What follows belongs to an exercise in optimizing a design on an open flow for small area, a short achievable clock period and few clock cycles per item; a production flow would make more cautious choices.
In this exercise RTL edits were held to simulation tests only and were not proved equivalent to the original.

==> inputs of trial 93 <==
==> flow/design.v <==
module md5(
  input enable,
  input reset_n,
  input clk,
  input [63:0] initial_msg,
  input [0:127] passwd_hash,
  output test_done,
  output cracked
);
localparam [31:0] IVA = 32'h67452301;
localparam [31:0] IVB = 32'hefcdab89;
localparam [31:0] IVC = 32'h98badcfe;
localparam [31:0] IVD = 32'h10325476;
reg run;           
reg done;          
reg hit;           
reg [6:0] i;       
reg [31:0] b, c, d, p;
wire start = reset_n & ~run & ~done & enable;
wire [31:0] m0 = {initial_msg[39:32], initial_msg[47:40], initial_msg[55:48], initial_msg[63:56]};
wire [31:0] m1 = {initial_msg[7:0], initial_msg[15:8], initial_msg[23:16], initial_msg[31:24]};
wire [6:0] inext = i + 7'd1;
wire [5:0] n = inext[5:0];
reg [31:0] kw;
always @(*) begin
  case (n)
      6'd0: kw = 32'h2e7d7303;
      6'd1: kw = 32'he8c7b756;
      6'd2: kw = 32'h2420715b;
      6'd3: kw = 32'hc1bdceee;
      6'd4: kw = 32'hf57c0faf;
      6'd5: kw = 32'h4787c62a;
      6'd6: kw = 32'ha8304613;
      6'd7: kw = 32'hfd469501;
      6'd8: kw = 32'h698098d8;
      6'd9: kw = 32'h8b44f7af;
      6'd10: kw = 32'hffff5bb1;
      6'd11: kw = 32'h895cd7be;
      6'd12: kw = 32'h6b901122;
      6'd13: kw = 32'hfd987193;
      6'd14: kw = 32'ha67943ce;
      6'd15: kw = 32'h49b40821;
      6'd16: kw = 32'hf61e2562;
      6'd17: kw = 32'hc040b340;
      6'd18: kw = 32'h265e5a51;
      6'd19: kw = 32'he9b6c7aa;
      6'd20: kw = 32'hd62f105d;
      6'd21: kw = 32'h02441453;
      6'd22: kw = 32'hd8a1e681;
      6'd23: kw = 32'he7d3fbc8;
      6'd24: kw = 32'h21e1cde6;
      6'd25: kw = 32'hc3370816;
      6'd26: kw = 32'hf4d50d87;
      6'd27: kw = 32'h455a14ed;
      6'd28: kw = 32'ha9e3e905;
      6'd29: kw = 32'hfcefa478;
      6'd30: kw = 32'h676f02d9;
      6'd31: kw = 32'h8d2a4c8a;
      6'd32: kw = 32'hfffa3942;
      6'd33: kw = 32'h8771f681;
      6'd34: kw = 32'h6d9d6122;
      6'd35: kw = 32'hfde5384c;
      6'd36: kw = 32'ha4beea44;
      6'd37: kw = 32'h4bdecfa9;
      6'd38: kw = 32'hf6bb4b60;
      6'd39: kw = 32'hbebfbc70;
      6'd40: kw = 32'h289b7ec6;
      6'd41: kw = 32'heaa127fa;
      6'd42: kw = 32'hd4ef3085;
      6'd43: kw = 32'h04881d05;
      6'd44: kw = 32'hd9d4d039;
      6'd45: kw = 32'he6db99e5;
      6'd46: kw = 32'h1fa27cf8;
      6'd47: kw = 32'hc4ac56e5;
      6'd48: kw = 32'hf4292244;
      6'd49: kw = 32'h432aff97;
      6'd50: kw = 32'hab9423e7;
      6'd51: kw = 32'hfc93a039;
      6'd52: kw = 32'h655b59c3;
      6'd53: kw = 32'h8f0ccc92;
      6'd54: kw = 32'hffeff47d;
      6'd55: kw = 32'h85845dd1;
      6'd56: kw = 32'h6fa87e4f;
      6'd57: kw = 32'hfe2ce6e0;
      6'd58: kw = 32'ha3014314;
      6'd59: kw = 32'h4e0811a1;
      6'd60: kw = 32'hf7537e82;
      6'd61: kw = 32'hbd3af235;
      6'd62: kw = 32'h2ad7d33b;
      6'd63: kw = 32'heb86d391;
    default: kw = 32'h0;
  endcase
end
wire sel0 = (n == 6'd0) | (n == 6'd19) | (n == 6'd41) | (n == 6'd48);
wire sel1 = (n == 6'd1) | (n == 6'd16) | (n == 6'd36) | (n == 6'd55);
wire [31:0] mw = ({32{sel0}} & m0) | ({32{sel1}} & m1);
wire [31:0] pn = d + kw + mw;
wire [1:0] rnd = i[5:4];
wire [1:0] q = i[1:0];
reg [31:0] f1, f0;
always @(*) begin
  case (rnd)
    2'd0: begin f1 = c;         f0 = d;        end
    2'd1: begin f1 = c | d;     f0 = c & ~d;   end
    2'd2: begin f1 = ~(c ^ d);  f0 = c ^ d;    end
    default: begin f1 = ~c;     f0 = c ^ ~d;   end
  endcase
end
wire [31:0] f = (b & f1) | (~b & f0);
wire [31:0] t = p + f;
reg [31:0] r1;
always @(*) begin
  case (q)
    2'd0: r1 = {t[27:0], t[31:28]};
    2'd1: r1 = {t[22:0], t[31:23]};
    2'd2: r1 = {t[17:0], t[31:18]};
    default: r1 = {t[11:0], t[31:12]};
  endcase
end
reg [1:0] dl;
always @(*) begin
  case ({rnd, q})
    4'd0, 4'd1, 4'd2: dl = 2'd3;
    4'd3: dl = 2'd2;
    4'd4: dl = 2'd1;
    4'd5, 4'd6, 4'd7: dl = 2'd0;
    4'd8: dl = 2'd0;
    4'd9, 4'd10: dl = 2'd2;
    4'd11: dl = 2'd3;
    4'd12: dl = 2'd2;
    default: dl = 2'd1;
  endcase
end
reg [31:0] r2;
always @(*) begin
  case (dl)
    2'd0: r2 = r1;
    2'd1: r2 = {r1[30:0], r1[31]};
    2'd2: r2 = {r1[29:0], r1[31:30]};
    default: r2 = {r1[28:0], r1[31:29]};
  endcase
end
wire [31:0] bn = b + r2;
wire [31:0] ha = passwd_hash[0:31];
wire [31:0] hb = passwd_hash[32:63];
wire [31:0] hc = passwd_hash[64:95];
wire [31:0] hd = passwd_hash[96:127];
reg [31:0] pw, cw;
always @(*) begin
  case (i[1:0])
    2'd1: begin pw = ha; cw = IVA; end
    2'd2: begin pw = hd; cw = IVD; end
    2'd3: begin pw = hc; cw = IVC; end
    default: begin pw = hb; cw = IVB; end
  endcase
end
wire [31:0] pb = {pw[7:0], pw[15:8], pw[23:16], pw[31:24]};
wire [31:0] z = b ^ cw ^ pb;
wire [31:0] cy = {(cw[30:0] & (b[30:0] | ~pb[30:0])) | (~cw[30:0] & b[30:0] & ~pb[30:0]), 1'b0};
wire eqw = (z == cy);
wire chk = (i == 7'd61) | (i == 7'd62) | (i == 7'd63) | (i == 7'd64);
wire last = i[6];
always @(posedge clk) begin
  if (run) begin
    b <= bn;
    c <= b;
    d <= c;
    i <= inext;
  end else begin
    b <= IVB;
    c <= IVC;
    d <= IVD;
    i <= start ? 7'd0 : 7'd127;
  end
  p <= pn;
end
always @(posedge clk) begin
  if (~reset_n) begin
    run <= 1'b0;
    done <= 1'b0;
    hit <= 1'b0;
  end else if (hit) begin
    done <= 1'b1;
  end else if (done) begin
    done <= 1'b0;
  end else if (run) begin
    if (chk & (~eqw | last)) begin
      run <= 1'b0;
      done <= 1'b1;
      hit <= eqw;
    end
  end else if (enable) begin
    run <= 1'b1;
  end
end
assign test_done = done;
assign cracked = hit;
endmodule
==> flow/run.sh <==
#!/bin/bash
# synth_recipe.tcl (not shown) runs the flow's synth.tcl, then flattens the netlist and writes it again
# the make line also repeats each setting of config.mk as NAME=value (left out here)
make -C /OpenROAD-flow-scripts/flow DESIGN_CONFIG=/design/flow/config.mk WORK_HOME=/design/flow/orfs CLKGATE_MAP_FILE= SYNTH_SCRIPT=/design/flow/synth_recipe.tcl finish
==> flow/config.mk <==
export PLATFORM = sky130hd
export DESIGN_NAME = md5
export DESIGN_NICKNAME = md5
export VERILOG_FILES = /design/flow/design.v
export SDC_FILE = /design/flow/constraint.sdc
export NUM_CORES = 4
export LEC_CHECK = 0
export CAP_MARGIN = 20
export CORE_MARGIN = 2
export CORE_UTILIZATION = 40
export PLACE_DENSITY = 0.6
export SLEW_MARGIN = 20
==> flow/constraint.sdc <==
create_clock -name core_clock -period 8.0 [get_ports {clk}]
set_input_delay 1.6000 -clock core_clock [delete_from_list [all_inputs] [get_ports {clk}]]
set_output_delay 1.6000 -clock core_clock [all_outputs]
set_load 0.01 [all_outputs]
==> build 72 (differences from trial 93) <==
--- a/flow/config.mk
+++ b/flow/config.mk
@@ -5,6 +5,7 @@
 export SDC_FILE = /design/flow/constraint.sdc
 export NUM_CORES = 4
 export LEC_CHECK = 0
+export ABC_AREA = 1
 export CAP_MARGIN = 20
 export CORE_MARGIN = 2
 export CORE_UTILIZATION = 40
==> comparison <==
In trial 93 the wire length is smaller than in build 72, by 8.4%. Between build 72 and trial 93, the lower sequential share of layout area is in build 72 (gap 0.059 points). Die area: trial 93 is lower than build 72 (2.3%). Of trial 93 and build 72, build 72 has the higher count of clock-buffer cells in the layout (gap 2). Sequential cell count is the same in build 72 and trial 93. Against build 72, the clock skew of trial 93 is lower by 0.0011 ns. In trial 93 the non-clock buffer count is higher than in build 72, by 74.
==> figures <==
quantity	build 72	trial 93
Sequential share of cell area	0.124	0.124
Area of the core	47900 sq um	46800 sq um
Initial core utilization	0.407	0.407
Die Height	225 um	222 um
Number of nets at the end of the flow	3771	3034
Largest stage delay on the critical path	0.87 ns	0.49 ns
Final-layout fill cell count	5006	4601
Worst Path Buf+Inv	4	3
Post-synthesis xor/xnor area fraction	0.0300	0.0708
Run status	no timing/DRC/antenna violations	no timing/DRC/antenna violations
Min Hold Slack	0.475 ns	0.503 ns
Register area	2800 sq um	2810 sq um
Worst Tran Pin Value	1.01 ns	1.02 ns
Routed wire length on met3	8.38 mm	5.07 mm
Clock Latency Late Sink	0.45 ns	0.46 ns
Mean routed wirelength per cell	21.9 um	24.7 um
WL met1	35.8 mm	32.3 mm
Testbench counts of trial 93, summed over its fixed seeds: cycles 24,672, hashes 384.
Testbench counts of build 72, summed over its fixed seeds: cycles 24,672, hashes 384.

static timing again, ports no longer ideal:
The flow's constraints put no driver on any port. The routed layouts listed below were extracted and timed again, unchanged, in two steps. Step 1 (the two cells are an assumption about what drives the block):
set clk [get_ports {clk}]
set_driving_cell -lib_cell sky130_fd_sc_hd__clkbuf_16 $clk
set_driving_cell -lib_cell sky130_fd_sc_hd__buf_2 [delete_from_list [all_inputs] $clk]
Step 2 adds t to the input delays and takes it off the output delays; t is the mean of the earliest and latest rising clock arrival at the registers after step 1. Input paths then give back, and output paths get back, about the clock's delay inside the block. a / b / c = ideal / step 1 / step 2; a / b = the first two.
| run | shift t [ns] | setup WS [ns] | worst register clock-pin slew, ns | worst data-port slew with drivers (ns) |
|---|---|---|---|---|
| trial 93 | 0.509 | 0.517 / 0.517 / 0.517 | 0.07 / 0.07 | 0.05 |
| build 72 | 0.487 | 1.052 / 1.052 / 1.052 | 0.07 / 0.07 | 0.07 |
After both steps setup and hold are still met in every run listed.
